This design comes from an exercise in tuning for small area on the open sky130 flow, not from production work. Function was not checked in any run shown here: the RTL went through the layout flow alone. No driver is modelled on the clock port, so clocking that relies on it looks cheaper here than on a real chip. Power and IR drop assume default switching activity.

**design/flow/design.v**
```verilog
module D_FF 
(
d,  
clk, 
q);
parameter WIDTH = 1;
input clk;
input [WIDTH-1:0] d;
output [WIDTH-1:0] q;
reg [WIDTH-1:0] q;
always @ (posedge clk) 
q <= d;
endmodule
module rca(a, b, ci, s, co);
   parameter W = 8;
   input [W-1:0] a, b;
   input ci;
   output [W-1:0] s;
   output co;
   wire [W:0] c;
   assign c[0] = ci;
   genvar i;
   generate for (i = 0; i < W; i = i + 1) begin : bit_
      assign s[i] = a[i] ^ b[i] ^ c[i];
      assign c[i+1] = (a[i] & b[i]) | (c[i] & (a[i] ^ b[i]));
   end endgenerate
   assign co = c[W];
endmodule
module inc(a, ci, s);
   parameter W = 8;
   input [W-1:0] a;
   input ci;
   output [W-1:0] s;
   wire [W:0] c;
   assign c[0] = ci;
   genvar i;
   generate for (i = 0; i < W; i = i + 1) begin : bit_
      assign s[i] = a[i] ^ c[i];
      assign c[i+1] = a[i] & c[i];
   end endgenerate
endmodule
module DIV_N(clk, reset, out);
   input clk;
   input reset;
   output out;
   parameter n = 17;
   localparam [16:0] ODD = 17'h0aaaa;
   reg [16:0] p;
   wire low_zero = (p[15:0] == ODD[15:0]);         
   wire fb = p[16] ^ ~p[13] ^ low_zero;             
   assign out = p[16] & low_zero;                   
   always @(posedge clk)
      if (reset) p <= ODD;
      else p <= {~p[15:0], fb};
endmodule
module button_press_unit(clk, reset, in, out);
   input clk;
   input reset;
   input in;
   output out;
   reg ff1, ff2;
   always @(posedge clk) begin
      ff1 <= in;
      ff2 <= ff1;
   end
   wire en;
   DIV_N #(17) div_inst(.clk(clk), .reset(reset), .out(en));
   reg [1:0] state;
   reg [2:0] timer;
   wire timer_done = &timer;
   wire timer_clr = ~state[0];
   wire [2:0] timer1;
   inc #(3) u_tinc(.a(timer), .ci(1'b1), .s(timer1));
   always @(posedge clk) begin
      if (reset | timer_clr) timer <= 3'd0;
      else if (en) timer <= timer1;
      if (reset) state <= 2'b00;
      else case (state)
         2'b00: if (~ff2) state <= 2'b01;
         2'b01: if (timer_done) state <= 2'b10;
         2'b10: if (ff2) state <= 2'b11;
         2'b11: if (timer_done) state <= 2'b00;
      endcase
   end
   wire debounced = state[0] | state[1];
   reg last;
   always @(posedge clk) last <= debounced;
   assign out = debounced & ~last;
endmodule
module mcu(clk, reset, play_button, next, play, song, reset_play, song_done);
   input clk, reset;
   input song_done, play_button, next;
   output reg play, reset_play;
   output reg [1:0] song;
   reg waiting;
   always @(posedge clk) begin
      if (reset) begin
         waiting <= 1'b0;
         play <= 1'b0;
         song <= 2'd0;
         reset_play <= 1'b1;
      end else if (~waiting) begin
         waiting <= 1'b1;
         reset_play <= 1'b0;
      end else if (song_done) begin
         waiting <= 1'b0;
         play <= 1'b0;
         reset_play <= 1'b1;
      end else if (next) begin
         waiting <= 1'b0;
         play <= 1'b1;
         reset_play <= 1'b1;
         song <= {song[1] ^ song[0], ~song[0]};
      end else if (~play_button) begin
         waiting <= 1'b0;
         play <= 1'b1;
         reset_play <= 1'b0;
      end
   end
endmodule
module song_rom(dout, addr);
  output [11:0] dout;
  input [6:0] addr;
  assign dout =
    (addr[6] ?
      (addr[5] ?
        12'h0 :
        (addr[4] ?
          (addr[3] ?
            (addr[2] ?
              (addr[1] ?
                (addr[0] ?
                  12'h1a :
                  12'hbd0) :
                (addr[0] ?
                  12'hb86 :
                  12'h1c)) :
              (addr[1] ?
                (addr[0] ?
                  12'hb0e :
                  12'hac6) :
                (addr[0] ?
                  12'h3c :
                  12'hb28))) :
            (addr[2] ?
              (addr[1] ?
                (addr[0] ?
                  12'ha88 :
                  12'hb08) :
                (addr[0] ?
                  12'hbc8 :
                  12'hc48)) :
              (addr[1] ?
                (addr[0] ?
                  12'hcb8 :
                  12'hcc6) :
                (addr[0] ?
                  12'ha :
                  12'hbc8)))) :
          (addr[3] ?
            (addr[2] ?
              (addr[1] ?
                (addr[0] ?
                  12'hb06 :
                  12'ha) :
                (addr[0] ?
                  12'hcc8 :
                  12'hd06)) :
              (addr[1] ?
                (addr[0] ?
                  12'ha :
                  12'hbc8) :
                (addr[0] ?
                  12'hb86 :
                  12'ha))) :
            (addr[2] ?
              (addr[1] ?
                (addr[0] ?
                  12'hb08 :
                  12'hac6) :
                (addr[0] ?
                  12'h22 :
                  12'hbc8)) :
              (addr[1] ?
                (addr[0] ?
                  12'hb86 :
                  12'h22) :
                (addr[0] ?
                  12'hb08 :
                  12'hac6)))))) :
      (addr[5] ?
        (addr[4] ?
          (addr[3] ?
            (addr[2] ?
              (addr[1] ?
                (addr[0] ?
                  12'ha89 :
                  12'h789) :
                (addr[0] ?
                  12'h949 :
                  12'h8c9)) :
              (addr[1] ?
                (addr[0] ?
                  12'h949 :
                  12'h992) :
                (addr[0] ?
                  12'h949 :
                  12'h789))) :
            (addr[2] ?
              (addr[1] ?
                (addr[0] ?
                  12'h952 :
                  12'h8c9) :
                (addr[0] ?
                  12'h789 :
                  12'h8d2)) :
              (addr[1] ?
                (addr[0] ?
                  12'h792 :
                  12'h952) :
                (addr[0] ?
                  12'h8c9 :
                  12'h949)))) :
          (addr[3] ?
            (addr[2] ?
              (addr[1] ?
                (addr[0] ?
                  12'h992 :
                  12'h792) :
                (addr[0] ?
                  12'h952 :
                  12'h792)) :
              (addr[1] ?
                (addr[0] ?
                  12'h8d2 :
                  12'h7a4) :
                (addr[0] ?
                  12'h952 :
                  12'h892))) :
            (addr[2] ?
              (addr[1] ?
                (addr[0] ?
                  12'h8d2 :
                  12'h952) :
                (addr[0] ?
                  12'h992 :
                  12'h8d2)) :
              (addr[1] ?
                (addr[0] ?
                  12'h952 :
                  12'h9b6) :
                (addr[0] ?
                  12'haa4 :
                  12'h8e4))))) :
        (addr[4] ?
          (addr[3] ?
            (addr[2] ?
              (addr[1] ?
                12'h0 :
                12'h940) :
              (addr[1] ?
                (addr[0] ?
                  12'h8c8 :
                  12'h5cc) :
                (addr[0] ?
                  12'h848 :
                  12'h54c))) :
            (addr[2] ?
              (addr[1] ?
                (addr[0] ?
                  12'h808 :
                  12'h50c) :
                (addr[0] ?
                  12'h788 :
                  12'h48c)) :
              (addr[1] ?
                (addr[0] ?
                  12'h708 :
                  12'h40c) :
                (addr[0] ?
                  12'h6c8 :
                  12'h3cc)))) :
          (addr[3] ?
            (addr[2] ?
              (addr[1] ?
                (addr[0] ?
                  12'h648 :
                  12'h34c) :
                (addr[0] ?
                  12'h2c8 :
                  12'hecc)) :
              (addr[1] ?
                (addr[0] ?
                  12'h248 :
                  12'he4c) :
                (addr[0] ?
                  12'h208 :
                  12'he0c))) :
            (addr[2] ?
              (addr[1] ?
                (addr[0] ?
                  12'h188 :
                  12'hd8c) :
                (addr[0] ?
                  12'h108 :
                  12'hd0c)) :
              (addr[1] ?
                (addr[0] ?
                  12'hc8 :
                  12'hccc) :
                (addr[0] ?
                  12'h48 :
                  12'hc4c)))))));
endmodule
module song_reader(clk, reset, play, song, song_done, note, duration, new_note, note_done);
   input clk, reset, play, note_done;
   input [1:0] song;
   output [5:0] note;
   output [5:0] duration;
   output song_done;
   output reg new_note;
   localparam RESET = 2'b00, NEW_NOTE = 2'b01, WAIT = 2'b11, NEXT_NOTE = 2'b10;
   reg [1:0] state;
   reg [4:0] sound_m1;       
   reg song_temp_done;
   reg ld_zero;              
   reg [1:0] song_d;         
   reg [6:0] rom_addr;       
   wire [4:0] sound_p1;
   inc #(5) u_sinc(.a(sound_m1), .ci(1'b1), .s(sound_p1));
   always @(posedge clk) begin
      ld_zero <= ~reset & (state == RESET);
      song_d <= song;
      if (ld_zero) rom_addr <= 7'd0;
      else if ((state == WAIT) & new_note) rom_addr <= {song_d, sound_m1};
      if (reset)
         state <= RESET;
      else case (state)
         RESET: begin
            new_note <= 1'b0;
            sound_m1 <= 5'd31;
            song_temp_done <= 1'b1;
            if (play) state <= NEW_NOTE;
         end
         NEW_NOTE: begin
            new_note <= 1'b1;
            sound_m1 <= sound_p1;
            song_temp_done <= (sound_m1 == 5'd30);
            state <= WAIT;
         end
         WAIT: begin
            new_note <= 1'b0;
            if (~play) state <= RESET;
            else if (note_done) state <= NEXT_NOTE;
         end
         NEXT_NOTE: begin
            new_note <= 1'b0;
            state <= NEW_NOTE;
         end
      endcase
   end
   wire [11:0] sig;
   song_rom new_rom(.dout(sig), .addr(rom_addr));
   assign note = sig[11:6];
   assign duration = sig[5:0];
   reg std_last;
   always @(posedge clk) std_last <= song_temp_done;
   assign song_done = song_temp_done & ~std_last;
endmodule
module frequency_rom(dout, addr);
  output [19:0] dout;
  input [5:0] addr;
  wire [6:0] d =
    (addr[5] ?
      (addr[4] ?
        (addr[3] ?
          (addr[2] ?
            (addr[1] ?
              (addr[0] ?
                7'h2 :
                7'h1) :
              (addr[0] ?
                7'h0 :
                7'h1b)) :
            (addr[1] ?
              (addr[0] ?
                7'h1a :
                7'h19) :
              (addr[0] ?
                7'h18 :
                7'h17))) :
          (addr[2] ?
            (addr[1] ?
              (addr[0] ?
                7'h16 :
                7'h15) :
              (addr[0] ?
                7'h14 :
                7'h13)) :
            (addr[1] ?
              (addr[0] ?
                7'h12 :
                7'h11) :
              (addr[0] ?
                7'h10 :
                7'h2b)))) :
        (addr[3] ?
          (addr[2] ?
            (addr[1] ?
              (addr[0] ?
                7'h2a :
                7'h29) :
              (addr[0] ?
                7'h28 :
                7'h27)) :
            (addr[1] ?
              (addr[0] ?
                7'h26 :
                7'h25) :
              (addr[0] ?
                7'h24 :
                7'h23))) :
          (addr[2] ?
            (addr[1] ?
              (addr[0] ?
                7'h22 :
                7'h21) :
              (addr[0] ?
                7'h20 :
                7'h3b)) :
            (addr[1] ?
              (addr[0] ?
                7'h3a :
                7'h39) :
              (addr[0] ?
                7'h38 :
                7'h37))))) :
      (addr[4] ?
        (addr[3] ?
          (addr[2] ?
            (addr[1] ?
              (addr[0] ?
                7'h36 :
                7'h35) :
              (addr[0] ?
                7'h34 :
                7'h33)) :
            (addr[1] ?
              (addr[0] ?
                7'h32 :
                7'h31) :
              (addr[0] ?
                7'h30 :
                7'h4b))) :
          (addr[2] ?
            (addr[1] ?
              (addr[0] ?
                7'h4a :
                7'h49) :
              (addr[0] ?
                7'h48 :
                7'h47)) :
            (addr[1] ?
              (addr[0] ?
                7'h46 :
                7'h45) :
              (addr[0] ?
                7'h44 :
                7'h43)))) :
        (addr[3] ?
          (addr[2] ?
            (addr[1] ?
              (addr[0] ?
                7'h42 :
                7'h41) :
              (addr[0] ?
                7'h40 :
                7'h5b)) :
            (addr[1] ?
              (addr[0] ?
                7'h5a :
                7'h59) :
              (addr[0] ?
                7'h58 :
                7'h57))) :
          (addr[2] ?
            (addr[1] ?
              (addr[0] ?
                7'h56 :
                7'h55) :
              (addr[0] ?
                7'h54 :
                7'h53)) :
            (addr[1] ?
              (addr[0] ?
                7'h52 :
                7'h51) :
              (addr[0] ?
                7'h50 :
                7'hf))))));
  wire [3:0] r = d[3:0];
  wire [19:0] l =
    (r[3] ?
      (r[2] ?
        20'h0 :
        (r[1] ?
          (r[0] ?
            20'h8da74 :
            20'h85cd6) :
          (r[0] ?
            20'h7e4b0 :
            20'h77200))) :
      (r[2] ?
        (r[1] ?
          (r[0] ?
            20'h70a3c :
            20'h6a278) :
          (r[0] ?
            20'h645a0 :
            20'h5e8ca)) :
        (r[1] ?
          (r[0] ?
            20'h596de :
            20'h547ae) :
          (r[0] ?
            20'h4f87d :
            20'h4b17e))));
  assign dout = l >> d[6:4];
endmodule
module sine_rom(seg, sel, coef);
  input [3:0] seg;
  input [1:0] sel;
  output [19:0] coef;
  wire [5:0] addr = {seg, sel};
  assign coef =
    (addr[5] ?
      (addr[4] ?
        (addr[3] ?
          (addr[2] ?
            (addr[1] ?
              (addr[0] ?
                20'hfb13c :
                20'h9cfc) :
              (addr[0] ?
                20'hfb22e :
                20'hfff8c)) :
            (addr[1] ?
              (addr[0] ?
                20'hec826 :
                20'h133e2) :
              (addr[0] ?
                20'hfb6a4 :
                20'hffe92))) :
          (addr[2] ?
            (addr[1] ?
              (addr[0] ?
                20'hd4da6 :
                20'h1beea) :
              (addr[0] ?
                20'hfbdf6 :
                20'hffda4)) :
            (addr[1] ?
              (addr[0] ?
                20'hb5046 :
                20'h238c6) :
              (addr[0] ?
                20'hfc7c2 :
                20'hffce0)))) :
        (addr[3] ?
          (addr[2] ?
            (addr[1] ?
              (addr[0] ?
                20'h8e39a :
                20'h29cca) :
              (addr[0] ?
                20'hfd3d2 :
                20'hffc12)) :
            (addr[1] ?
              (addr[0] ?
                20'h61f7c :
                20'h2e708) :
              (addr[0] ?
                20'hfe1ae :
                20'hffb6a))) :
          (addr[2] ?
            (addr[1] ?
              (addr[0] ?
                20'h31f22 :
                20'h314c2) :
              (addr[0] ?
                20'hff090 :
                20'hffb0a)) :
            (addr[1] ?
              (addr[0] ?
                20'hfffe0 :
                20'h3243c) :
              (addr[0] ?
                20'hffff2 :
                20'hffae4))))) :
      (addr[4] ?
        (addr[3] ?
          (addr[2] ?
            (addr[1] ?
              (addr[0] ?
                20'hfb13c :
                20'h9cfc) :
              (addr[0] ?
                20'hfb22e :
                20'hfff8c)) :
            (addr[1] ?
              (addr[0] ?
                20'hec826 :
                20'h133e2) :
              (addr[0] ?
                20'hfb6a4 :
                20'hffe92))) :
          (addr[2] ?
            (addr[1] ?
              (addr[0] ?
                20'hd4da6 :
                20'h1beea) :
              (addr[0] ?
                20'hfbdf6 :
                20'hffda4)) :
            (addr[1] ?
              (addr[0] ?
                20'hb5046 :
                20'h238c6) :
              (addr[0] ?
                20'hfc7c2 :
                20'hffce0)))) :
        (addr[3] ?
          (addr[2] ?
            (addr[1] ?
              (addr[0] ?
                20'h8e39a :
                20'h29cca) :
              (addr[0] ?
                20'hfd3d2 :
                20'hffc12)) :
            (addr[1] ?
              (addr[0] ?
                20'h61f7c :
                20'h2e708) :
              (addr[0] ?
                20'hfe1ae :
                20'hffb6a))) :
          (addr[2] ?
            (addr[1] ?
              (addr[0] ?
                20'h31f22 :
                20'h314c2) :
              (addr[0] ?
                20'hff090 :
                20'hffb0a)) :
            (addr[1] ?
              (addr[0] ?
                20'h10 :
                20'h3243c) :
              (addr[0] ?
                20'hffff2 :
                20'hffae4))))));
endmodule
module sine_reader(clk, reset, rst_phase, step_size, gen, sample);
   input clk, reset, rst_phase, gen;
   input [19:0] step_size;
   output [15:0] sample;
   reg rst_d, gen_d, carry;
   reg [21:0] acc_phase;
   wire [10:0] lo_next;
   wire [10:0] hi_sum;
   wire lo_co;
   rca #(11) u_lo(.a(rst_d ? 11'd0 : acc_phase[10:0]), .b(gen ? step_size[10:0] : 11'd0),
                  .ci(1'b0), .s(lo_next), .co(lo_co));
   rca #(11) u_hi(.a(acc_phase[21:11]), .b(gen_d ? {2'b00, step_size[19:11]} : 11'd0),
                  .ci(gen_d & carry), .s(hi_sum), .co());
   always @(posedge clk) begin
      rst_d <= rst_phase;
      gen_d <= gen;
      carry <= lo_co;
      acc_phase <= {rst_d ? 11'd0 : hi_sum, lo_next};
   end
   wire h = acc_phase[20];
   wire [10:0] n_next;
   inc #(11) u_ninc(.a({1'b0, acc_phase[19:10] ^ {10{h}}}), .ci(h), .s(n_next));
   reg sgn;
   reg [10:0] n;
   always @(posedge clk)
      if (reset) begin
         sgn <= 1'b0;
         n <= 11'd0;
      end else if (gen) begin
         sgn <= acc_phase[21] & ~rst_d;
         n <= n_next;
      end
   wire [3:0] seg = n[10:7];
   wire [7:0] xs = {n[6:0], 1'b0};
   reg [1:0] stage;
   reg [2:0] sub;
   reg [18:0] acc;
   reg [18:0] p;
   wire done = (stage == 2'd3) & (sub == 3'd1);
   wire load = (sub == 3'd0) & (stage != 2'd3);
   wire [19:0] coef;
   sine_rom coef_rom(.seg(seg), .sel(stage), .coef(coef));
   wire [19:0] opb = (sub == 3'd0) ? coef : (xs[sub] ? {acc[18], acc} : 20'd0);
   wire [19:0] sum;
   rca #(20) u_add(.a({p[18], p}), .b(opb), .ci(1'b0), .s(sum), .co());
   wire [4:0] cnt1;
   inc #(5) u_cinc(.a({stage, sub}), .ci(1'b1), .s(cnt1));
   always @(posedge clk)
      if (reset | gen) begin
         stage <= 2'd0;
         sub <= 3'd0;
         p <= 19'd0;
      end else if (~done) begin
         {stage, sub} <= cnt1;
         if (load) begin
            acc <= sum[18:0];
            p <= 19'd0;
         end else
            p <= sum[19:1];
      end
   assign sample = {sgn, p[18:4] ^ {15{sgn}}};
endmodule
module note_player(clk, reset, play_enable, note_to_load, duration_to_load,
                   done_with_note, load_new_note, beat, gen, step_size);
   input clk;
   input reset;
   input play_enable;
   input [5:0] note_to_load;
   input [5:0] duration_to_load;
   input load_new_note;
   output reg done_with_note;
   input beat;
   input gen;
   output [19:0] step_size;
   reg playing;
   reg timer_done;
   reg [5:0] note;
   reg [5:0] note_d;
   reg [5:0] count_number;
   wire [5:0] count_p;
   inc #(6) u_cinc(.a(count_number), .ci(beat), .s(count_p));
   always @(posedge clk) begin
      if (~gen) note_d <= note;    
      if (reset) begin
         playing <= 1'b0;
         note <= 6'd0;
         done_with_note <= 1'b0;
      end else if (playing & timer_done) begin
         playing <= 1'b0;
         note <= note_to_load;
         done_with_note <= 1'b1;
      end else if (~play_enable) begin
         playing <= 1'b0;
         note <= 6'd0;
         done_with_note <= 1'b0;
      end else if (~load_new_note) begin
         playing <= 1'b1;
         done_with_note <= 1'b0;
      end else begin
         playing <= 1'b0;
         note <= note_to_load;
         done_with_note <= 1'b0;
      end
      if (~playing) begin
         count_number <= 6'd0;
         timer_done <= 1'b0;
      end else if (count_number == duration_to_load) begin
         count_number <= 6'd0;
         timer_done <= 1'b1;
      end else begin
         count_number <= count_p;
         timer_done <= 1'b0;
      end
   end
   frequency_rom rom_inst(.dout(step_size), .addr(note_d));
endmodule
module beat_generator(clk, ci, co, clear);
   parameter CounterBits = 10;
   parameter N = 1000;
   input clk, ci;
   input clear;
   output reg co;
   reg [9:0] count;
   wire last = (count == 10'h2b2);
   always @(posedge clk)
      if (clear) begin
         count <= 10'd0;
         co <= 1'b0;
      end else begin
         if (ci) count <= last ? 10'd0 : {count[8:0], ~(count[9] ^ count[6])};
         co <= ci & last;
      end
endmodule
module codec_conditioner(clk, reset, new_sample_in, generate_next_sample, New_Frame, valid_sample);
   input clk;
   input reset;
   input [15:0] new_sample_in;
   output generate_next_sample;
   input New_Frame;
   output [15:0] valid_sample;
   reg previous_new_frame;
   reg [15:0] current;
   always @(posedge clk) begin
      previous_new_frame <= reset ? 1'b0 : New_Frame;
      current <= reset ? 16'd0 : valid_sample;
   end
   assign generate_next_sample = New_Frame & ~previous_new_frame;
   assign valid_sample = generate_next_sample ? new_sample_in : current;
endmodule
module music_player(clk, reset, play_button, next, New_Frame, sample_out, play, song);
   input clk;
   input reset;
   input play_button;
   input next;
   input New_Frame;
   output [15:0] sample_out;
   output play;
   output [1:0] song;
   wire reset_play;
   wire song_done;
   mcu mcu(.clk(clk), .reset(reset), .play_button(play_button), .next(next),
      .play(play), .reset_play(reset_play), .song(song), .song_done(song_done));
   wire rst_play = reset | reset_play;
   wire [5:0] note_to_play;
   wire [5:0] duration_for_note;
   wire new_note;
   wire note_done;
   song_reader song_reader(.clk(clk), .reset(rst_play), .play(play), .song(song),
      .song_done(song_done), .note(note_to_play), .duration(duration_for_note),
      .new_note(new_note), .note_done(note_done));
   wire beat;
   wire gen;
   wire [19:0] step_size;
   note_player note_player(.clk(clk), .reset(rst_play), .play_enable(play),
      .note_to_load(note_to_play), .duration_to_load(duration_for_note),
      .load_new_note(new_note), .done_with_note(note_done), .beat(beat), .gen(gen),
      .step_size(step_size));
   wire [15:0] note_sample;
   sine_reader sine_reader(.clk(clk), .reset(reset), .rst_phase(rst_play),
      .step_size(step_size), .gen(gen), .sample(note_sample));
   beat_generator #(.N(1000), .CounterBits(10)) beat_generator(.clk(clk),
      .ci(gen), .co(beat), .clear(reset));
   codec_conditioner codec_conditioner(.clk(clk), .reset(reset),
      .new_sample_in(note_sample), .generate_next_sample(gen),
      .New_Frame(New_Frame), .valid_sample(sample_out));
endmodule
module music_player_top(
	 play_button,   
	 next_button,   
	 reset_n,       
	 clk,
	 New_Frame,
	 sample_out,
	 play_led,
	 song_led);
	input 	clk;
	input 	play_button;
	input 	next_button;
	input    reset_n;
	input  New_Frame;
	output [15:0] sample_out;
	wire reset = ~reset_n;
	output [1:0] song_led;
	output play_led;
	wire next;
	button_press_unit next_button_press_unit(
	   .clk(clk),
	   .reset(reset),
	   .in(next_button),
	   .out(next));
	wire play;
	wire[1:0]song;
	music_player music_player_inst(
      .clk(clk),
      .reset(reset),
      .play_button(play_button),
      .next(next), 
      .New_Frame(New_Frame), 
      .sample_out(sample_out),
  	   .play(play),
		.song(song));
  assign	play_led=~play;
  assign song_led=~song;  
   endmodule
```
**design/flow/flow/run.sh**
```bash
#!/bin/bash
# Own layout flow: the standard flow (standard.sh) with these changes:
#  - synthesis maps with an area-oriented ABC script (flow/abc_area.script);
#  - synthesis extracts only full adders (extract_fa -fa): half adders are
#    left to ABC, which maps incrementers and comparators better than fixed
#    half-adder cells (and leaves none whose sum output ends up unused);
#  - port buffers are the smallest buffer (buf_1) instead of the default pick;
#  - CTS inserts no dummy loads, and clock buffers whose sinks see a slew
#    over 100 ps after CTS are upsized (flow/post_cts.tcl);
# Registers, floorplan, power grid, tap cells, repair and routing are the
# standard flow's.  Each tool's output goes to the ORFS logs under orfs/logs;
# make's own output goes to flow_make.log here.
set -euo pipefail
S=$PWD/scripts_area
rm -rf "$S"
cp -r "$FLOW_HOME/scripts" "$S"
cp flow/abc_area.script "$S/abc_area.script"
grep -q '^  extract_fa {\*}\[dont_use_extract_fa_args\]$' "$S/synth.tcl"
sed -i 's/^  extract_fa {\*}\[dont_use_extract_fa_args\]$/  extract_fa -fa/' "$S/synth.tcl"
grep -q '^  extract_fa -fa$' "$S/synth.tcl"
bash standard.sh SCRIPTS_DIR="$S" \
  BUFFER_PORTS_ARGS="-buffer_cell sky130_fd_sc_hd__buf_1" \
  CTS_ARGS="-sink_clustering_enable -repair_clock_nets -dont_use_dummy_load -buf_list sky130_fd_sc_hd__clkbuf_8" \
  POST_CTS_TCL="$PWD/flow/post_cts.tcl" \
  finish > flow_make.log 2>&1
```
**design/flow/flow/abc_area.script**
```
strash
&get -n
&deepsyn -J 100
&put
amap
topo
```
**design/flow/flow/post_cts.tcl**
```tcl
estimate_parasitics -placement
set upsized 0
foreach inst [[ord::get_db_block] getInsts] {
  set master [[$inst getMaster] getName]
  if {$master ne "sky130_fd_sc_hd__clkbuf_8"} { continue }
  set name [$inst getName]
  set out [get_pins -of_objects [get_cells $name] -filter "direction==output"]
  set net [get_nets -of_objects $out]
  set worst 0.0
  foreach pin [get_pins -of_objects $net -filter "direction==input"] {
    foreach e {rise fall} {
      set s [get_property $pin slew_max_$e]
      if {$s > $worst} { set worst $s }
    }
  }
  if {$worst > 0.100} {
    puts "post_cts: $name worst sink slew [format %.3f $worst] ns, upsizing to clkbuf_16"
    replace_cell $name sky130_fd_sc_hd__clkbuf_16
    incr upsized
  }
}
puts "post_cts: upsized $upsized clock buffers"
if {$upsized > 0} {
  detailed_placement
  check_placement -verbose
  estimate_parasitics -placement
}
```
**design/flow/standard.sh**
```bash
#!/bin/bash
# synth_recipe.tcl (not shown) runs the flow's synth.tcl, then flattens the netlist and writes it again
# the make line also repeats each setting of config.mk as NAME=value (left out here)
make -C /OpenROAD-flow-scripts/flow DESIGN_CONFIG=/design/flow/config.mk WORK_HOME=/design/flow/orfs CLKGATE_MAP_FILE= SYNTH_SCRIPT=/design/flow/synth_recipe.tcl "${@:-finish}"
```
**design/flow/config.mk**
```make
export PLATFORM = sky130hd
export DESIGN_NAME = music_player_top
export DESIGN_NICKNAME = music_player_top
export VERILOG_FILES = /design/flow/design.v
export SDC_FILE = /design/flow/constraint.sdc
export NUM_CORES = 8
export LEC_CHECK = 0
export ABC_AREA = 1
export CAP_MARGIN = 20
export CORE_MARGIN = 2
export CORE_UTILIZATION = 40
export CTS_BUF_LIST = sky130_fd_sc_hd__clkbuf_8
export GPL_TIMING_DRIVEN = 0
export SLEW_MARGIN = 20
```
**design/flow/constraint.sdc**
```tcl
create_clock -name core_clock -period 10.0 [get_ports {clk}]
set_input_delay 2.0000 -clock core_clock [delete_from_list [all_inputs] [get_ports {clk}]]
set_output_delay 2.0000 -clock core_clock [all_outputs]
set_load 0.01 [all_outputs]
```
==> results.yml, run 1 <==
status:
  status: "timing/DRC/antenna clean"
clocking:
  path_clk_slew_ns: 0.08
  insertion_delay_ns: 0.39
  cts_tree: "built"
  cts_num_sinks: 179
worst_setup_path:
  required_ns: 10.23
  crit_arrival_ns: 9.76
  setup.worst_path.start: "music_player_inst.sine_reader.sub[0]"
  rrSetupSlack_ns: 0.48
  critical_path.startpoint_type: "flop"
  end_kind: "flop"
  cp_slowest_cell: "fa_1"
  critPathMaxFanout: 8
  r2r-end: "music_player_inst.sine_reader.p[18]"
  crit_top_cell: "fa_1"
  crit_path_end: "music_player_inst.sine_reader.p[18]"
  critical-path-max-stage-delay_ns: 0.45
  timing.rr.start: "music_player_inst.sine_reader.sub[0]"
  ff2ff_path_depth: 31
  path_class: "flop to flop"
drt:
  drt_iter0_markers: 849
  avgViaCountPerCell: 5.50
  routedWlPerCell_um: 15.0
  num_vias: 8086
  ant_nets: 0
  routed_wl_um: 22000
  detailedRoute.firstPassIterationCount: 6
  drc_errors: 0
placed_design:
  place_hpwl_um: 15800
  placed_cell_area_sq_um: 9730
  placed_cells: 1441
  port_buffers: 23
  routabilityCongestion: 0.978
synth:
  synthFlopType: "dfxtp_1"
  synth_area_leaders: "dfxtp_1, edfxtp_1, nor2_1"
  ys_ff_latch: 179
  netlist_area_sq_um: 9210
  ys_seq_area_share_pct: 42.4
  synth_nets: 1170
  synth_top_area_cell: "dfxtp_1"
  synth_edf_count: 32
  syn_area_per_cell_sq_um: 8.17
  synth_top_area_share_pct: 31.9
  synth_cell_types: 46
  ys_warn_count: 8
  syn_inst: 1128
  async_reset_ff_share_pct: 0
power:
  cellPowerDensity_nw_per_um2: 150
  p_leak_nw: 3.57
  peakVddDrop_uv: 113
floorplan:
  start_util_pct: 40.7
  ios: 24
  row_count: 55
  dieWidth_um: 156
  core_sq_um: 22600
  fp.dieH_um: 156
  die_area_sq_um: 24300
global_routing:
  top_usage_layer: "met2"
  grt_pass1_vias: 7586
  grt_max_degree: 41
  grtUsageMet1_pct: 27.8
  grt_first_pass_wirelength_um: 37500
  met3_usage_pct: 3.50
  grtUsageMet2_pct: 28.7
  grtUsageTotal_pct: 18.8
  globalRoute.totalOverflow: 0
  antenna_found_initial: 0
sta:
  hold_viol: 0
  fmax_mhz: 105
  tightest_slew_ns: 0.899
  hold-worst-slack_ns: 0.339
  min_period_ns: 9.52
  skew_ns: 0.0406
  maxSlewHeadroom_pct: 39.7
  drv_slew: 0
  timing.final.crit_share_pct: 95.2
  setup_viol: 0
finish:
  area_growth_pct: 10.4
  drive_gt1_share_pct: 5.31
  final_area_sq_um: 10200
  multi_input_area_sq_um: 4790
  fin_nets: 1230
  regArea_sq_um: 3920
  nFillCells: 2203
  stdcell_count: 1471
  antennaDiodeCount: 0
min_path:
  hold_class: "flop to flop"
run:
  maxCapViolations: 0
## worst min path at each step
stage                                           from                    endpoint  slack, ns  cells after the start
after floorplan           next_button_press_unit.ff1  next_button_press_unit.ff2       0.31                      0
after global placement    next_button_press_unit.ff1  next_button_press_unit.ff2       0.32                      0
after detailed placement  next_button_press_unit.ff1  next_button_press_unit.ff2       0.32                      0
after global routing      next_button_press_unit.ff1  next_button_press_unit.ff2       0.36                      0
final                     next_button_press_unit.ff1  next_button_press_unit.ff2       0.34                      0
## synthesized netlist by cell type (10+ instances only)
library cell and number:
nand3_1 16, nor3_1 30, a221oi_1 11, nor2_1 234, fa_1 37, clkinv_1 153
a31oi_1 11, dfxtp_1 147, nor2b_1 24, a21oi_1 57, o22a_1 10, o221a_1 19
o221ai_1 23, a22oi_1 25, nand2_1 100, o21ai_0 115, edfxtp_1 32
## metrics by stage
| step | worst slack [ns] | TNS (ns) | power, W | utilization, % |
|---|---|---|---|---|
| 2_1_floorplan | 0.511 | 0 | 0.00104 | - |
| 3_3_place_gp | -0.799 | -4.62 | 0.00112 | 42.6 |
| 3_5_place_dp | -0.788 | -3.12 | 0.00113 | 43.0 |
| 5_1_grt | -0.00167 | -0.00167 | 0.00162 | 44.9 |
| 6_report | 0.477 | 0 | 0.00153 | 44.9 |
## cell usage in the layout (no fill, tap or decap), types with 3 or more instances in the layout
master and n:
nor2_1 228, clkinv_1 145, dfxtp_1 140, o21ai_0 110, nand2_1 99, a21oi_1 56
fa_1 36, edfxtp_1 32, nor3_1 28, a22oi_1 25, nor2b_1 24, o221ai_1 23
buf_1 22, o221a_1 19, buf_4 17, nand3_1 16, clkbuf_8 14, a221oi_1 11
a31oi_1 11, o22a_1 10, o22ai_1 9, o21a_1 9, a211oi_1 9, o211ai_1 6
o21ai_1 4, nand4_1 4, a2111oi_0 4, or4_1 4, dfxtp_2 4, nor2_4 3
nor2_2 3, o2111ai_1 3, or3_1 3, o32a_1 3, o32ai_1 3, nor4_1 3
clkbuf_16 3, dfxtp_4 3
## final cells by class
type / count / area share, %
multi-input combinational: 796 / 47.2
sequential: 179 / 38.6
inverter: 153 / 5.83
tap: 285 / 3.51
clock buffer: 17 / 2.63
timing repair buffer: 41 / 2.31
## worst max-delay path, delay by kind of cell (launching register included)
family                     cells  cell delay [ns]
DFF                            1             0.39
adders and majority gates     18             7.34
buffers and inverters          3             0.27
AOI/OAI and AO/OA              5             0.99
and+or+nand+nor                5             0.37
## routing by layer
layer / up-vias / wire length (um)
met1: 3726 / 11200
met3: 29 / 1090
met4: 0 / 203
met5: - / 0
met2: 234 / 9540
li1: 4097 / -
## flip-flops by register name (all words and copies together) (netlist names), 2 cells and up
register,count
music_player_inst.sine_reader.acc_phase,22
music_player_inst.sine_reader.acc,19
music_player_inst.sine_reader.p,19
next_button_press_unit.div_inst.p,17
music_player_inst.codec_conditioner.current,16
music_player_inst.sine_reader.n,11
music_player_inst.beat_generator.count,10
music_player_inst.song_reader.rom_addr,7
music_player_inst.note_player.count_number,6
music_player_inst.note_player.note,6
music_player_inst.note_player.note_d,6
music_player_inst.song_reader.sound_m1,5
music_player_inst.sine_reader.sub,3
next_button_press_unit.timer,3
music_player_inst.mcu.song,2
music_player_inst.sine_reader.stage,2
music_player_inst.song_reader.song_d,2
music_player_inst.song_reader.state,2
next_button_press_unit.state,2
## where the power goes
part / switching [W] / internal, W / total, W / leakage (nW)
sequential: 0.0000283 / 0.000784 / 0.000812 / 1.50
combinational: 0.000196 / 0.000114 / 0.000310 / 1.94
clock: 0.000226 / 0.000178 / 0.000404 / 0.138
total: 0.000450 / 0.00108 / 0.00153 / 3.57
## cell families (layout without fill, tap and decap cells)
kind of cell / after synthesis / after routing / share of synthesized area (%)
simple gates: 424 / 424 / 19.2
compound gates: 333 / 333 / 24.1
flops: 179 / 179 / 42.4
buf+inv: 153 / 211 / 6.23
fa+ha+maj: 37 / 37 / 8.04
other cells: 1 / 1 / 0.0407
xor+xnor: 1 / 1 / 0.0951
==> inputs of run 2 (changes only) <==
--- a/design/flow/design.v
+++ b/design/flow/design.v
@@ -540,126 +540,126 @@
             (addr[1] ?
               (addr[0] ?
                 20'hfb13c :
-                20'h9cfc) :
+                20'h139f3) :
               (addr[0] ?
-                20'hfb22e :
-                20'hfff8c)) :
+                20'hec8ee :
+                20'hffbee)) :
             (addr[1] ?
               (addr[0] ?
-                20'hec826 :
-                20'h133e2) :
+                20'hec825 :
+                20'h267d3) :
               (addr[0] ?
-                20'hfb6a4 :
-                20'hffe92))) :
+                20'heda55 :
+                20'hff4c6))) :
           (addr[2] ?
             (addr[1] ?
               (addr[0] ?
-                20'hd4da6 :
-                20'h1beea) :
+                20'hd4da5 :
+                20'h37dde) :
               (addr[0] ?
-                20'hfbdf6 :
-                20'hffda4)) :
+                20'hef7bc :
+                20'hfed30)) :
             (addr[1] ?
               (addr[0] ?
-                20'hb5046 :
-                20'h238c6) :
+                20'hb5044 :
+                20'h471ad) :
               (addr[0] ?
-                20'hfc7c2 :
-                20'hffce0)))) :
+                20'hf1ebd :
+                20'hfe702)))) :
         (addr[3] ?
           (addr[2] ?
             (addr[1] ?
               (addr[0] ?
                 20'h8e39a :
-                20'h29cca) :
+                20'h5399c) :
               (addr[0] ?
-                20'hfd3d2 :
-                20'hffc12)) :
+                20'hf4f10 :
+                20'hfe0ee)) :
             (addr[1] ?
               (addr[0] ?
-                20'h61f7c :
-                20'h2e708) :
+                20'h61f7b :
+                20'h5ce16) :
               (addr[0] ?
-                20'hfe1ae :
-                20'hffb6a))) :
+                20'hf86b5 :
+                20'hfdb44))) :
           (addr[2] ?
             (addr[1] ?
               (addr[0] ?
-                20'h31f22 :
-                20'h314c2) :
+                20'h31f21 :
+                20'h62992) :
               (addr[0] ?
-                20'hff090 :
-                20'hffb0a)) :
+                20'hfc209 :
+                20'hfd88a)) :
             (addr[1] ?
               (addr[0] ?
                 20'hfffe0 :
-                20'h3243c) :
+                20'h64870) :
               (addr[0] ?
-                20'hffff2 :
-                20'hffae4))))) :
+                20'hfffe2 :
+                20'hfd6f8))))) :
       (addr[4] ?
         (addr[3] ?
           (addr[2] ?
             (addr[1] ?
               (addr[0] ?
                 20'hfb13c :
-                20'h9cfc) :
+                20'h139f3) :
               (addr[0] ?
-                20'hfb22e :
-                20'hfff8c)) :
+                20'hec8ee :
+                20'hffbee)) :
             (addr[1] ?
               (addr[0] ?
-                20'hec826 :
-                20'h133e2) :
+                20'hec825 :
+                20'h267d3) :
               (addr[0] ?
-                20'hfb6a4 :
-                20'hffe92))) :
+                20'heda55 :
+                20'hff4c6))) :
           (addr[2] ?
             (addr[1] ?
               (addr[0] ?
-                20'hd4da6 :
-                20'h1beea) :
+                20'hd4da5 :
+                20'h37dde) :
               (addr[0] ?
-                20'hfbdf6 :
-                20'hffda4)) :
+                20'hef7bc :
+                20'hfed30)) :
             (addr[1] ?
               (addr[0] ?
-                20'hb5046 :
-                20'h238c6) :
+                20'hb5044 :
+                20'h471ad) :
               (addr[0] ?
-                20'hfc7c2 :
-                20'hffce0)))) :
+                20'hf1ebd :
+                20'hfe702)))) :
         (addr[3] ?
           (addr[2] ?
             (addr[1] ?
               (addr[0] ?
                 20'h8e39a :
-                20'h29cca) :
+                20'h5399c) :
               (addr[0] ?
-                20'hfd3d2 :
-                20'hffc12)) :
+                20'hf4f10 :
+                20'hfe0ee)) :
             (addr[1] ?
               (addr[0] ?
-                20'h61f7c :
-                20'h2e708) :
+                20'h61f7b :
+                20'h5ce16) :
               (addr[0] ?
-                20'hfe1ae :
-                20'hffb6a))) :
+                20'hf86b5 :
+                20'hfdb44))) :
           (addr[2] ?
             (addr[1] ?
               (addr[0] ?
-                20'h31f22 :
-                20'h314c2) :
+                20'h31f21 :
+                20'h62992) :
               (addr[0] ?
-                20'hff090 :
-                20'hffb0a)) :
+                20'hfc209 :
+                20'hfd88a)) :
             (addr[1] ?
               (addr[0] ?
-                20'h10 :
-                20'h3243c) :
+                20'h11 :
+                20'h64870) :
               (addr[0] ?
-                20'hffff2 :
-                20'hffae4))))));
+                20'hfffe2 :
+                20'hfd6f8))))));
 endmodule
 module sine_reader(clk, reset, rst_phase, step_size, gen, sample);
    input clk, reset, rst_phase, gen;
@@ -700,28 +700,21 @@
    reg [18:0] acc;
    reg [18:0] p;
    wire done = (stage == 2'd3) & (sub == 3'd1);
-   wire load = (sub == 3'd0) & (stage != 2'd3);
+   wire load = (sub == 3'd0);
    wire [19:0] coef;
    sine_rom coef_rom(.seg(seg), .sel(stage), .coef(coef));
-   wire [19:0] opb = (sub == 3'd0) ? coef : (xs[sub] ? {acc[18], acc} : 20'd0);
+   wire [19:0] opb = load ? coef : (xs[sub] ? {acc[18], acc} : 20'd0);
    wire [19:0] sum;
    rca #(20) u_add(.a({p[18], p}), .b(opb), .ci(1'b0), .s(sum), .co());
    wire [4:0] cnt1;
    inc #(5) u_cinc(.a({stage, sub}), .ci(1'b1), .s(cnt1));
-   always @(posedge clk)
-      if (reset | gen) begin
-         stage <= 2'd0;
-         sub <= 3'd0;
-         p <= 19'd0;
-      end else if (~done) begin
-         {stage, sub} <= cnt1;
-         if (load) begin
-            acc <= sum[18:0];
-            p <= 19'd0;
-         end else
-            p <= sum[19:1];
-      end
-   assign sample = {sgn, p[18:4] ^ {15{sgn}}};
+   always @(posedge clk) begin
+      if (reset | gen) {stage, sub} <= 5'd0;
+      else if (~done) {stage, sub} <= cnt1;
+      if (load & ~done) acc <= sum[19:1];
+      p <= (reset | gen | load) ? 19'd0 : sum[19:1];
+   end
+   assign sample = {sgn, acc[18:4] ^ {15{sgn}}};
 endmodule
 module note_player(clk, reset, play_enable, note_to_load, duration_to_load,
                    done_with_note, load_new_note, beat, gen, step_size);
--- a/design/flow/flow/run.sh
+++ b/design/flow/flow/run.sh
@@ -7,6 +7,8 @@
 #  - port buffers are the smallest buffer (buf_1) instead of the default pick;
 #  - CTS inserts no dummy loads, and clock buffers whose sinks see a slew
 #    over 100 ps after CTS are upsized (flow/post_cts.tcl);
+#  - power recovery (downsizing cells off the critical paths) after global
+#    routing's timing repair.
 # Registers, floorplan, power grid, tap cells, repair and routing are the
 # standard flow's.  Each tool's output goes to the ORFS logs under orfs/logs;
 # make's own output goes to flow_make.log here.
@@ -21,5 +23,6 @@
 bash standard.sh SCRIPTS_DIR="$S" \
   BUFFER_PORTS_ARGS="-buffer_cell sky130_fd_sc_hd__buf_1" \
   CTS_ARGS="-sink_clustering_enable -repair_clock_nets -dont_use_dummy_load -buf_list sky130_fd_sc_hd__clkbuf_8" \
+  RECOVER_POWER=100 \
   POST_CTS_TCL="$PWD/flow/post_cts.tcl" \
   finish > flow_make.log 2>&1
==> design/flow/flow/abc_area.script (replaced) <==
strash
&get -n
&deepsyn -J 100
&put
amap -F 4 -A 10
topo
--- a/design/flow/config.mk
+++ b/design/flow/config.mk
@@ -11,4 +11,5 @@
 export CORE_UTILIZATION = 40
 export CTS_BUF_LIST = sky130_fd_sc_hd__clkbuf_8
 export GPL_TIMING_DRIVEN = 0
+export PLACE_DENSITY = 0.8
 export SLEW_MARGIN = 20
==> run 2 against run 1 <==
  * First-iteration DRC count is 22% lower
  * Critical endpoint is now music_player_inst.sine_reader.p[18]
  * Highest routed layer unchanged
  * Core utilization is 1.3 points higher
  * Critical path depth rose by 26
  * Cell area is 3.6% higher
  * The layout now fails its checks (max-capacitance violations, max-slew violations)
  * Wire length up 3.2%
  * Critical path type unchanged
  * Synthesized cell count rose by 1.1%
  * Sequential share of layout area shrank 1.4 points
  * Register-to-register slack worse by 0.23 ns
  * Flip-flop and latch count unchanged
  * Clock power fell by 5.2%
==> results.yml, run 2 <==
status:
  status: "failed layout checks"
  checkFailReasons: "max-capacitance violations, max-slew violations"
finish:
  fin_nets: 1269
  antennaDiodeCount: 0
  utilization_pct: 46.3
  reg.largest.list: "music_player_inst.sine_reader.acc_phase (22), music_player_inst.sine_reader.acc (19), music_player_inst.sine_reader.p (19)"
  final_area_sq_um: 10500
  nFillCells: 2146
  regMostFlops: "music_player_inst.sine_reader.acc_phase"
  layout_commonest_cell: "nor2_1"
  multi_input_area_sq_um: 4770
  layout_common_cells: "nor2_1, clkinv_1, dfxtp_1, o21ai_0, a21oi_1"
  drive_gt1_share_pct: 8.00
  area_growth_pct: 13.2
  regArea_sq_um: 3920
  largest_reg_flops: 22
synth:
  async_reset_ff_share_pct: 0
  ys_warn_count: 8
  synthFlopType: "dfxtp_1"
  synth_area_leaders: "dfxtp_1, edfxtp_1, nor2_1"
  synth_edf_count: 32
  yosysMostFrequentCell: "nor2_1"
  synth_cell_types: 47
  syn_inst: 1140
  ys_ff_latch: 179
  ys_top_cells_by_count: "nor2_1, clkinv_1, dfxtp_1"
  syn_area_per_cell_sq_um: 8.17
  synth_top_area_cell: "dfxtp_1"
  ys_seq_area_share_pct: 41.9
  netlist_area_sq_um: 9310
  synth_top_area_share_pct: 31.6
  synth_nets: 1182
worst_setup_path:
  ff2ff_path_depth: 57
  setup.worst_path.start: "music_player_inst.sine_reader.stage[1]"
  critPathMaxFanout: 13
  critical-path-max-stage-delay_ns: 0.40
  path_class: "flop to flop"
  crit_top_cell: "buf_4"
  timing.rr.start: "music_player_inst.sine_reader.stage[1]"
  end_kind: "flop"
  crit_arrival_ns: 10.02
  crit_path_end: "music_player_inst.sine_reader.p[18]"
  critical_path.startpoint_type: "flop"
  cp_slowest_cell: "dfxtp_4"
  r2r-end: "music_player_inst.sine_reader.p[18]"
  required_ns: 10.27
  rrSetupSlack_ns: 0.25
floorplan:
  row_count: 55
  dieWidth_um: 157
  start_util_pct: 40.9
  die_area_sq_um: 24500
  core_sq_um: 22800
  ios: 24
  fp.dieH_um: 157
global_routing:
  grt_pass1_vias: 8112
  globalRoute.totalOverflow: 0
  antenna_found_initial: 0
  grtUsageTotal_pct: 19.4
  grt_max_degree: 43
  grt_first_pass_wirelength_um: 38800
drt:
  dr_wl_met2_um: 10300
  avgViaCountPerCell: 5.52
  ant_nets: 0
  drc_errors: 0
  drt_iter0_markers: 663
  wl_met3_um: 1540
  num_vias: 8488
  drt-met1-wl_um: 10100
  detailedRoute.firstPassIterationCount: 5
  routed_wl_um: 22700
  routed.top_layer: "met4"
  routedWlPerCell_um: 14.8
placed_design:
  routabilityCongestion: 0.957
  place_hpwl_um: 15400
  port_buffers: 23
  placed_cell_area_sq_um: 9880
sta:
  tightest_slew_ns: 1.64
  timing.final.crit_share_pct: 97.5
  setup_viol: 0
  maxSlewHeadroom_pct: -9.64
  skew_ns: 0.0363
  hold_viol: 0
  min_period_ns: 9.75
  drv_slew: 79
  fmax_mhz: 103
power:
  p_total_w: 0.00156
  cellPowerDensity_nw_per_um2: 148
  p_leak_nw: 3.65
  peakVddDrop_uv: 142
clocking:
  insertion_delay_ns: 0.39
  cts_tree: "built"
  path_clk_slew_ns: 0.07
  cts_num_sinks: 179
min_path:
  hold_path_startpoint: "next_button_press_unit.ff1"
  hold_class: "flop to flop"
run:
  maxCapViolations: 2
[run 2: cell count changes after synthesis, moves of 11 or more]
| cell | before | now |
|---|---|---|
| o21a_1 | 9 | 22 |
| clkinv_1 | 153 | 196 |
| nor2_1 | 234 | 219 |
| a22oi_1 | 25 | 8 |
| a21oi_1 | 57 | 68 |
| nand2_1 | 100 | 63 |
[run 2: power by group]
group          internal, W  switching, W
registers         0.000799     0.0000384
logic             0.000126      0.000213
clock network     0.000161      0.000221
[run 2: metal layers]
metal / track usage, % / vias to the layer above
met5: 0 / -
met2: 31.2 / 349
li1: - / 4151
met4: 8.21 / 0
met1: 25.1 / 3906
met3: 4.49 / 82
[run 2: cell type report]
type | count | area share, %
multi-input combinational | 765 | 45.3
sequential | 179 | 37.2
inverter | 196 | 7.33
timing repair buffer | 68 | 4.14
tap | 313 | 3.72
clock buffer | 17 | 2.33
[run 2: metrics by stage]
step	hold slack (ns)	std cells	TNS, ns	setup WS (ns)
after floorplan	0.310	1140	0	0.0223
after global placement	0.315	1476	-4.89	-0.906
after detailed placement	0.318	1480	-3.54	-0.911
after global routing	0.349	1538	-0.0214	-0.0214
final	0.333	1538	0	0.248
[run 2: critical path: cells and delay by family, from the launching register on]
family          cells  cell delay [ns]
fa+ha+maj          12             4.35
buf+inv            33             3.26
simple gates        7             1.20
flops               1             0.40
compound gates      5             0.40
[run 2: worst min path at each step]
stage,end,slack [ns],depth (start not counted)
finish,next_button_press_unit.ff2,0.33,0
global placement,next_button_press_unit.ff2,0.31,0
global route,next_button_press_unit.ff2,0.35,0
detailed placement,next_button_press_unit.ff2,0.32,0
floorplan,next_button_press_unit.ff2,0.31,0
[run 2: logic make-up (layout without fill, tap and decap cells)]
family          after synthesis  count (layout)  synth area share [%]
buf+inv                     196             281                  7.90
fa+ha+maj                    37              37                  7.95
compound gates              344             344                  24.6
flops                       179             179                  41.9
xor+xnor                      1               1                0.0941
simple gates                382             382                  17.5
other cells                   1               1                0.0403
==> inputs of run 3 (changes only) <==
--- a/design/flow/flow/run.sh
+++ b/design/flow/flow/run.sh
@@ -7,8 +7,6 @@
 #  - port buffers are the smallest buffer (buf_1) instead of the default pick;
 #  - CTS inserts no dummy loads, and clock buffers whose sinks see a slew
 #    over 100 ps after CTS are upsized (flow/post_cts.tcl);
-#  - power recovery (downsizing cells off the critical paths) after global
-#    routing's timing repair.
 # Registers, floorplan, power grid, tap cells, repair and routing are the
 # standard flow's.  Each tool's output goes to the ORFS logs under orfs/logs;
 # make's own output goes to flow_make.log here.
@@ -23,6 +21,5 @@
 bash standard.sh SCRIPTS_DIR="$S" \
   BUFFER_PORTS_ARGS="-buffer_cell sky130_fd_sc_hd__buf_1" \
   CTS_ARGS="-sink_clustering_enable -repair_clock_nets -dont_use_dummy_load -buf_list sky130_fd_sc_hd__clkbuf_8" \
-  RECOVER_POWER=100 \
   POST_CTS_TCL="$PWD/flow/post_cts.tcl" \
   finish > flow_make.log 2>&1
--- a/design/flow/config.mk
+++ b/design/flow/config.mk
@@ -11,5 +11,4 @@
 export CORE_UTILIZATION = 40
 export CTS_BUF_LIST = sky130_fd_sc_hd__clkbuf_8
 export GPL_TIMING_DRIVEN = 0
-export PLACE_DENSITY = 0.8
 export SLEW_MARGIN = 20
==> run 3 against run 2 <==
  * Now clean on timing, DRC and antenna
  * Hold slack gained 0.0059 ns
  * Combinational power shrank 4%
  * Largest power group unchanged
  * Final cell count shrank 2.1%
==> results.yml, run 3 <==
sta:
  drv_slew: 0
  hold_viol: 0
  tns_ns: 0
  tightest_slew_ns: 1.00
  setup_viol: 0
  timing.final.crit_share_pct: 95.5
  skew_ns: 0.0298
  min_period_ns: 9.55
  rsz0062_at_grt: "no"
  maxSlewHeadroom_pct: 32.1
  fmax_mhz: 105
  hold-worst-slack_ns: 0.339
global_routing:
  grtUsageTotal_pct: 18.3
  grt_max_degree: 43
  globalRoute.totalOverflow: 0
  grt_pass1_vias: 7580
  antenna_found_initial: 0
  grt_first_pass_wirelength_um: 36600
finish:
  area_growth_pct: 11.0
  antennaDiodeCount: 0
  drive_gt1_share_pct: 5.87
  layout_commonest_cell: "nor2_1"
  largest_reg_flops: 22
  layout_common_cells: "nor2_1, clkinv_1, dfxtp_1, o21ai_0, a21oi_1"
  fin_nets: 1237
  reg.largest.list: "music_player_inst.sine_reader.acc_phase (22), music_player_inst.sine_reader.acc (19), music_player_inst.sine_reader.p (19)"
  regMostFlops: "music_player_inst.sine_reader.acc_phase"
min_path:
  hold_path_startpoint: "next_button_press_unit.ff1"
  hold_path_depth: 0
  hold_class: "flop to flop"
worst_setup_path:
  critical-path-max-stage-delay_ns: 0.43
  critical_path.startpoint_type: "flop"
  cp_slowest_cell: "fa_1"
  crit_arrival_ns: 9.82
  required_ns: 10.27
  ff2ff_path_depth: 34
  path_buf_inv: 1
  critPathMaxFanout: 15
  path_depth: 34
  setup.worst_path.start: "music_player_inst.sine_reader.n[7]"
  path_class: "flop to flop"
  timing.rr.start: "music_player_inst.sine_reader.n[7]"
  cpLargestDelayFamily: "adder cells"
  end_kind: "flop"
floorplan:
  start_util_pct: 40.9
  row_count: 55
  core_sq_um: 22800
  die_area_sq_um: 24500
  dieWidth_um: 157
  fp.dieH_um: 157
  ios: 24
synth:
  synth_top_area_cell: "dfxtp_1"
  netlist_area_sq_um: 9310
  ys_warn_count: 8
  synth_nets: 1182
  synth_area_leaders: "dfxtp_1, edfxtp_1, nor2_1"
  synth_cell_types: 47
  async_reset_ff_share_pct: 0
  synth_top_area_share_pct: 31.6
  ys_seq_area_share_pct: 41.9
  synth_edf_count: 32
  syn_inst: 1140
  synthFlopType: "dfxtp_1"
  ys_top_cells_by_count: "nor2_1, clkinv_1, dfxtp_1"
  syn_area_per_cell_sq_um: 8.17
  ys_ff_latch: 179
  yosysMostFrequentCell: "nor2_1"
drt:
  drc_errors: 0
  detailedRoute.firstPassIterationCount: 5
  routedWlPerCell_um: 14.1
  ant_nets: 0
  routed_wl_um: 21200
  num_vias: 7991
  avgViaCountPerCell: 5.31
  drt_iter0_markers: 682
power:
  p_total_w: 0.00155
  cellPowerDensity_nw_per_um2: 150
  peakVddDrop_uv: 84.7
  p_leak_nw: 3.50
placed_design:
  place_hpwl_um: 15500
  routabilityCongestion: 0.960
  port_buffers: 23
clocking:
  insertion_delay_ns: 0.39
  cts_tree: "built"
  path_clk_slew_ns: 0.09
  cts_num_sinks: 179
status:
  status: "timing/DRC/antenna clean"
run:
  maxCapViolations: 0
-- run 3: cell types whose count changed in the layout (fill, tap and decap cells not counted), sizes merged --
cell and delta:
buf -29, clkbuf -3, inv +1, clkinvlp -1
-- run 3: where the power goes --
part	total [W]	leakage, nW	switching (W)	internal [W]
Combinational	0.000327	1.86	0.000205	0.000122
Sequential	0.000837	1.51	0.0000378	0.000799
Clock	0.000386	0.132	0.000216	0.000170
Total	0.00155	3.50	0.000459	0.00109
-- run 3: area by class of cell --
class | count | area [sq um]
clock buffers | 17 | 256
fillers | 2300 | 12400
inverters | 196 | 767
multi-input cells | 765 | 4790
flip-flops and latches | 179 | 3920
well taps | 313 | 392
repair buffers | 36 | 213
-- run 3: stage by stage --
| stage | std cells | setup WS [ns] | area [sq um] | util (%) |
|---|---|---|---|---|
| floorplan | 1140 | 0.0223 | 9330 | - |
| global placement | 1476 | -0.976 | 9810 | 43.0 |
| detailed placement | 1482 | -0.909 | 9910 | 43.5 |
| global route | 1506 | 0.00244 | 10300 | 45.4 |
| finish | 1506 | 0.450 | 10300 | 45.4 |
-- run 3: cell families after synthesis --
| logic type | synth area share, % |
|---|---|
| buffers and inverters | 7.90 |
| AND/OR/NAND/NOR | 17.5 |
| AO/OA/AOI/OAI | 24.6 |
| XOR/XNOR | 0.0941 |
| flip-flops | 41.9 |
| other | 0.0403 |
| adder cells (fa/ha/maj) | 7.95 |
-- run 3: path summary, 6_finish.rpt --
| path | to | slack [ns] |
|---|---|---|
| hold reg to reg | next_button_press_unit.ff2 | 0.34 |
| setup / recovery | music_player_inst.sine_reader.p[18] | 0.45 |
| setup reg to reg | music_player_inst.sine_reader.p[18] | 0.45 |
| hold / removal | next_button_press_unit.ff2 | 0.34 |
-- run 3: per-layer routing --
| metal | track usage, % | up-vias | routed length [um] |
|---|---|---|---|
| met5 | 0 | - | 0 |
| met4 | 5.42 | 0 | 305 |
| met3 | 3.02 | 26 | 892 |
| met2 | 28.1 | 189 | 9310 |
| met1 | 26.5 | 3688 | 10700 |
| li1 | - | 4088 | - |
-- run 3: worst register-to-register path: cells and delay by family, from the launching register on --
family | cells | cell delay (ns)
adders and majority gates | 18 | 7.24
and+or+nand+nor | 10 | 1.27
AOI/OAI and AO/OA | 5 | 0.43
DFF | 1 | 0.41
buffers and inverters | 1 | 0.11

[re-timing with driven ports]
Ports are ideal in the flow. The routed layouts listed here were re-timed in OpenROAD. Step 1 assumes that a clkbuf_16 drives the clock port and a buf_2 every other input. Step 2, shift: input delay + t, output delay - t, t = (earliest + latest rising clock arrival at the registers) / 2. This alone moves slack from input paths to output paths. a / b / c = no drivers / after step 1 / after step 2; a / b = the first two.
run | t, ns | setup WS [ns] | slew at the worst register clock pin (ns) | worst data-port slew with drivers (ns)
run 1 | 0.417 | 0.477 / 0.477 / 0.477 | 0.09 / 0.09 | 0.04
run 2 | 0.417 | 0.248 / 0.248 / 0.248 | 0.09 / 0.09 | 0.03
run 3 | 0.415 | 0.450 / 0.450 / 0.450 | 0.09 / 0.09 | 0.03
